Background: an optimization exercise with open tools, aiming at small area. Do not read the settings as production practice. Function was checked by simulation only, so behaviour that the tests miss may differ from the original.

## v9
Design main, start of the top module:
module main(clk, rst, ena, state_0, cells);
parameter N = 16;
input wire clk;
input wire rst;
input wire ena;
input wire [N*N-1:0] state_0;
output logic [N*N-1:0] cells;
logic [N*N-1:0] p0, p1, t0, t1;
logic [N*N-1:0] n0, kk, w0, w1;
logic [N*N-1:0] nxt;
logic ld, n_st, hd;
assign ld = rst;
assign n_st = rst | ~ena;
assign hd = ~rst & ~ena;
genvar x, y;
generate
  for (y = 0; y < N; y = y + 1) begin : g_row
    for (x = 0; x < N; x = x + 1) begin : g_col
      localparam int I = N*y + x;
      if (y == 0) begin : g_top
        assign p0[I] = cells[I+N];
        assign p1[I] = 1'b0;
        half_adder vt (.a(cells[I+N]), .b(cells[I]), .sum(t0[I]), .c_out(t1[I]));
      end else if (y == N-1) begin : g_bot
        assign p0[I] = cells[I-N];
        assign p1[I] = 1'b0;
        half_adder vt (.a(cells[I-N]), .b(cells[I]), .sum(t0[I]), .c_out(t1[I]));
      end else begin : g_mid
        half_adder vp (.a(cells[I-N]), .b(cells[I+N]), .sum(p0[I]), .c_out(p1[I]));
        gate_xor2 vt0 (.a(p0[I]), .b(cells[I]), .y(t0[I]));
        gate_a21o vt1 (.a1(p0[I]), .a2(cells[I]), .b1(p1[I]), .y(t1[I]));
      end
      if (x == 0) begin : g_left
        half_adder h0 (.a(t0[I+1]), .b(p0[I]), .sum(n0[I]), .c_out(kk[I]));
        if (y == 0 || y == N-1) begin : g_corner
          assign w0[I] = t1[I+1];
          assign w1[I] = 1'b0;
        end else begin : g_edge
          half_adder h1 (.a(t1[I+1]), .b(p1[I]), .sum(w0[I]), .c_out(w1[I]));
        end
      end else if (x == N-1) begin : g_right
        half_adder h0 (.a(t0[I-1]), .b(p0[I]), .sum(n0[I]), .c_out(kk[I]));
        if (y == 0 || y == N-1) begin : g_corner
          assign w0[I] = t1[I-1];
          assign w1[I] = 1'b0;
        end else begin : g_edge
  ...
==> flow/config.mk <==
export PLATFORM = sky130hd
export DESIGN_NAME = main
export DESIGN_NICKNAME = main
export VERILOG_FILES = /design/flow/design.v
export SDC_FILE = /design/flow/constraint.sdc
export NUM_CORES = 4
export LEC_CHECK = 0
export CAP_MARGIN = 0
export CORE_MARGIN = 2
export CORE_UTILIZATION = 78
export PLACE_DENSITY = 0.85
export SLEW_MARGIN = 0
export SYNTH_HIERARCHICAL = 1
==> flow/constraint.sdc <==
create_clock -name core_clock -period 5.0 [get_ports {clk}]
set_input_delay 1.0000 -clock core_clock [delete_from_list [all_inputs] [get_ports {clk}]]
set_output_delay 1.0000 -clock core_clock [all_outputs]
set_load 0.01 [all_outputs]
standard.sh (not shown) runs the stock make flow with config.mk's settings and CLKGATE_MAP_FILE= SYNTH_SCRIPT=/design/flow/synth_recipe.tcl, a recipe that flattens the netlist after the stock synthesis.
==> flow/flow/run.sh <==
#!/bin/bash
# Own flow: the standard layout, with three changes:
#  - after synthesis, every combinational cell gets its smallest drive strength
#    (flow/downsize.tcl); the resizer repairs slew, capacitance and timing later;
#  - the port buffers are sky130_fd_sc_hd__buf_1;
#  - clock tree synthesis without dummy loads.
set -euo pipefail
here=$(pwd)
bash standard.sh \
  "POST_SYNTH_TCL=$here/flow/downsize.tcl" \
  "BUFFER_PORTS_ARGS=-buffer_cell sky130_fd_sc_hd__buf_1" \
  "CTS_ARGS=-sink_clustering_enable -repair_clock_nets -dont_use_dummy_load -buf_list sky130_fd_sc_hd__clkbuf_4 -sink_clustering_size 8 -sink_clustering_max_diameter 40" \
  finish > "$here/standard_flow.log" 2>&1
==> flow/flow/downsize.tcl <==
# Post-synthesis hook: give every combinational cell the smallest drive
# strength of its function (the resizer repairs slew and timing later).
# Sequential cells keep the cell the standard synthesis gave them.
set db [ord::get_db]
set block [ord::get_db_block]
set n 0
foreach inst [$block getInsts] {
  set m [$inst getMaster]
  set name [$m getName]
  if { ![regexp {^(sky130_fd_sc_hd__[a-z0-9]+)_([0-9]+)$} $name -> base drive] } { continue }
  if { [regexp {^sky130_fd_sc_hd__(df|edf|sdf|sedf|dl|clkbuf|conb|tap|fill|decap)} $base] } { continue }
  set best $m
  set best_area [expr { [$m getWidth] * [$m getHeight] }]
  foreach d {0 1 2} {
    set cand [$db findMaster "${base}_$d"]
    if { $cand eq "NULL" || $cand eq "" } { continue }
    set a [expr { [$cand getWidth] * [$cand getHeight] }]
    if { $a < $best_area } { set best $cand; set best_area $a }
  }
  if { $best ne $m } {
    $inst swapMaster $best
    incr n
  }
}
puts "downsize: $n cells given a smaller drive strength"
Every stage of the flow completed for v9, and the final layout passed the timing, design-rule and antenna checks.
--- input diff v9..v57 ---
- CORE_UTILIZATION: 78 -> 70
- PLACE_DENSITY: 0.85 -> 0.8
==> comparison <==
- v57 vs v9 — routed wirelength normalized by instance count dropped by a few percent
- The end of the critical path comes out cells[40] in one run and cells[150] in the other, namely in v9 and v57 respectively.
- v57 and v9 ended up with roughly the same largest clock skew in the final design.
> inputs changed (v57 -> v33)
-- flow/flow/run.sh --
<<< v57, line 12
  "CTS_ARGS=-sink_clustering_enable -repair_clock_nets -dont_use_dummy_load -buf_list sky130_fd_sc_hd__clkbuf_4 -sink_clustering_size 8 -sink_clustering_max_diameter 40" \
>>> v33, line 12
  "CTS_ARGS=-sink_clustering_enable -repair_clock_nets -dont_use_dummy_load -buf_list sky130_fd_sc_hd__clkbuf_4 -sink_clustering_size 8 -sink_clustering_max_diameter 45" \
--- outcome ---
v33 has completed all stages; timing, DRC and antenna checks passed. Between v57 and v33, the difference in fraction of met2 tracks used by global routing is negligible. Changes observed in v33 relative to v57: amount of wire on met3 after detailed routing has decreased; design area has remained practically unchanged; final critical-path share of the clock period has decreased; depth of the most critical reg-to-reg path has remained practically unchanged. On layout net count, v57 and v33 are basically level. v33 and v57 ended up with roughly the same overall routed net length. The clock buffer instance count of the final layout number comes out higher for v57 vs v33. Against v57, v33 reports a fraction of layout instances using a drive strength above 1 that is lower.

========
main, a different RTL version from the one above (not shown whole).
Size in the first run: about 2,800 cells after synthesis, ~520 I/O pins, ~29,000 sq um of cells after synthesis.
Settings: LEC_CHECK=0, CAP_MARGIN=20, CORE_MARGIN=2, CORE_UTILIZATION=45, PLACE_DENSITY=0.6, SLEW_MARGIN=20, SYNTH_HIERARCHICAL=1; clock period 5.0 ns.
==> flow/flow/run.sh <==
#!/bin/bash
# Own flow: the standard layout, with three changes:
#  - after synthesis, every combinational cell gets its smallest drive strength
#    (flow/downsize.tcl); the resizer repairs slew, capacitance and timing later;
#  - the port buffers are sky130_fd_sc_hd__buf_1;
#  - clock tree synthesis without dummy loads.
set -euo pipefail
here=$(pwd)
bash standard.sh \
  "POST_SYNTH_TCL=$here/flow/downsize.tcl" \
  "BUFFER_PORTS_ARGS=-buffer_cell sky130_fd_sc_hd__buf_1" \
  "CTS_ARGS=-sink_clustering_enable -repair_clock_nets -dont_use_dummy_load -buf_list sky130_fd_sc_hd__clkbuf_2 -sink_clustering_size 6 -sink_clustering_max_diameter 30" \
  finish > "$here/standard_flow.log" 2>&1
Scripts as last shown in full above: flow/flow/downsize.tcl
==> next run, changes <==
--- a/flow/flow/run.sh
+++ b/flow/flow/run.sh
@@ -10,4 +10,4 @@
   "POST_SYNTH_TCL=$here/flow/downsize.tcl" \
   "BUFFER_PORTS_ARGS=-buffer_cell sky130_fd_sc_hd__buf_1" \
-  "CTS_ARGS=-sink_clustering_enable -repair_clock_nets -dont_use_dummy_load -buf_list sky130_fd_sc_hd__clkbuf_2 -sink_clustering_size 6 -sink_clustering_max_diameter 30" \
+  "CTS_ARGS=-sink_clustering_enable -repair_clock_nets -dont_use_dummy_load" \
   finish > "$here/standard_flow.log" 2>&1
Sequential cell count does not change.
Die area is unchanged.
Routed wire length decreases by 0.97%.
==> next run, changes <==
--- a/flow/flow/run.sh
+++ b/flow/flow/run.sh
@@ -10,4 +10,4 @@
   "POST_SYNTH_TCL=$here/flow/downsize.tcl" \
   "BUFFER_PORTS_ARGS=-buffer_cell sky130_fd_sc_hd__buf_1" \
-  "CTS_ARGS=-sink_clustering_enable -repair_clock_nets -dont_use_dummy_load" \
+  "CTS_ARGS=-sink_clustering_enable -repair_clock_nets -dont_use_dummy_load -buf_list sky130_fd_sc_hd__clkbuf_8 -sink_clustering_size 12 -sink_clustering_max_diameter 50" \
   finish > "$here/standard_flow.log" 2>&1
Effect: The changed run finished with timing, DRC and antenna clean. Global-route usage hardly moves. Flip-flop and latch count does not change. Sequential share of layout area barely changes. Clock-buffer cell count is higher by 18. Via count hardly moves. Synthesized cell count does not change. Routed wire length is about the same. Worst setup slack improves by 0.064 ns.
==> next run, changes <==
--- a/flow/flow/run.sh
+++ b/flow/flow/run.sh
@@ -10,4 +10,4 @@
   "POST_SYNTH_TCL=$here/flow/downsize.tcl" \
   "BUFFER_PORTS_ARGS=-buffer_cell sky130_fd_sc_hd__buf_1" \
-  "CTS_ARGS=-sink_clustering_enable -repair_clock_nets -dont_use_dummy_load -buf_list sky130_fd_sc_hd__clkbuf_8 -sink_clustering_size 12 -sink_clustering_max_diameter 50" \
+  "CTS_ARGS=-sink_clustering_enable -repair_clock_nets -dont_use_dummy_load -buf_list sky130_fd_sc_hd__clkbuf_4 -sink_clustering_size 8 -sink_clustering_max_diameter 40" \
   finish > "$here/standard_flow.log" 2>&1
- CORE_UTILIZATION: 45 -> 65
- PLACE_DENSITY: 0.6 -> 0.75
What happened: Sequential share of layout area climbs by 0.27 points; fmax drops by 6.2%; synthesized area stays the same; final area drops by 1.7%; via count climbs by 2.3%; routed wire length drops by 6.5%.
==> next run, changes <==
- CAP_MARGIN: 20 -> 0
- CORE_UTILIZATION: 65 -> 60
- GPL_TIMING_DRIVEN: unset -> 0
- PLACE_DENSITY: 0.75 -> 0.7
- SLEW_MARGIN: 20 -> 0
=>
- wire length hardly moves
- setup slack degrades by 0.55 ns
- maximum frequency goes down by about 17%
- die area goes up by about 8%
- area after synthesis does not change
- non-clock buffer count goes up by 40
- register-to-register slack improves by 0.04 ns
==> next run, changes <==
--- a/flow/flow/run.sh
+++ b/flow/flow/run.sh
@@ -10,4 +10,4 @@
   "POST_SYNTH_TCL=$here/flow/downsize.tcl" \
   "BUFFER_PORTS_ARGS=-buffer_cell sky130_fd_sc_hd__buf_1" \
-  "CTS_ARGS=-sink_clustering_enable -repair_clock_nets -dont_use_dummy_load -buf_list sky130_fd_sc_hd__clkbuf_4 -sink_clustering_size 8 -sink_clustering_max_diameter 40" \
+  "CTS_ARGS=-sink_clustering_enable -repair_clock_nets -dont_use_dummy_load -buf_list sky130_fd_sc_hd__clkbuf_4 -sink_clustering_size 10 -sink_clustering_max_diameter 50" \
   finish > "$here/standard_flow.log" 2>&1
- CAP_MARGIN: 0 -> 20
- CORE_UTILIZATION: 60 -> 45
- GPL_TIMING_DRIVEN: 0 -> unset
- PLACE_DENSITY: 0.7 -> 0.6
- SLEW_MARGIN: 0 -> 20
Fmax increases by about a fifth.
Worst setup slack gets better by 0.51 ns.

-- what the ideal ports hide --
No port has a modelled driver above. Below, the same layouts with a new extraction and two added sets of constraints.
Step 1 sets driving cells, clkbuf_16 on the clock port and buf_2 on the other inputs (assumed; they add their load-dependent delay and slew).
Step 2, shift: input delay + t, output delay - t, t = (earliest + latest rising clock arrival at the registers) / 2. This alone moves slack from input paths to output paths.
Three values: ideal ports, drivers, drivers and shift; two values: the first two.
| run | t (ns) | setup WS [ns] | worst data-port slew with drivers (ns) |
|---|---|---|---|
| v9 | 0.890 | 2.231 / 2.177 / 1.510 | 0.13 |
| v57 | 0.910 | 2.287 / 2.228 / 1.658 | 0.14 |
| v33 | 0.837 | 2.336 / 2.280 / 1.701 | 0.13 |
| the first run of note 2 | 1.115 | 2.113 / 2.057 / 1.836 | 0.12 |
| the second run of note 2 | 0.613 | 2.453 / 2.494 / 1.881 | 0.12 |
| the third run of note 2 | 0.693 | 2.518 / 2.458 / 1.887 | 0.12 |
| the fourth run of note 2 | 0.823 | 2.354 / 2.296 / 1.632 | 0.15 |
| the fifth run of note 2 | 0.844 | 1.803 / 1.842 / 0.999 | 0.12 |
| the sixth run of note 2 | 0.864 | 2.309 / 2.249 / 1.886 | 0.12 |
After both steps every run listed still meets setup and hold. The setup slack of the fifth run of note 2, which loses most, moves by +0.039 ns with the drivers and by -0.804 ns with both steps.
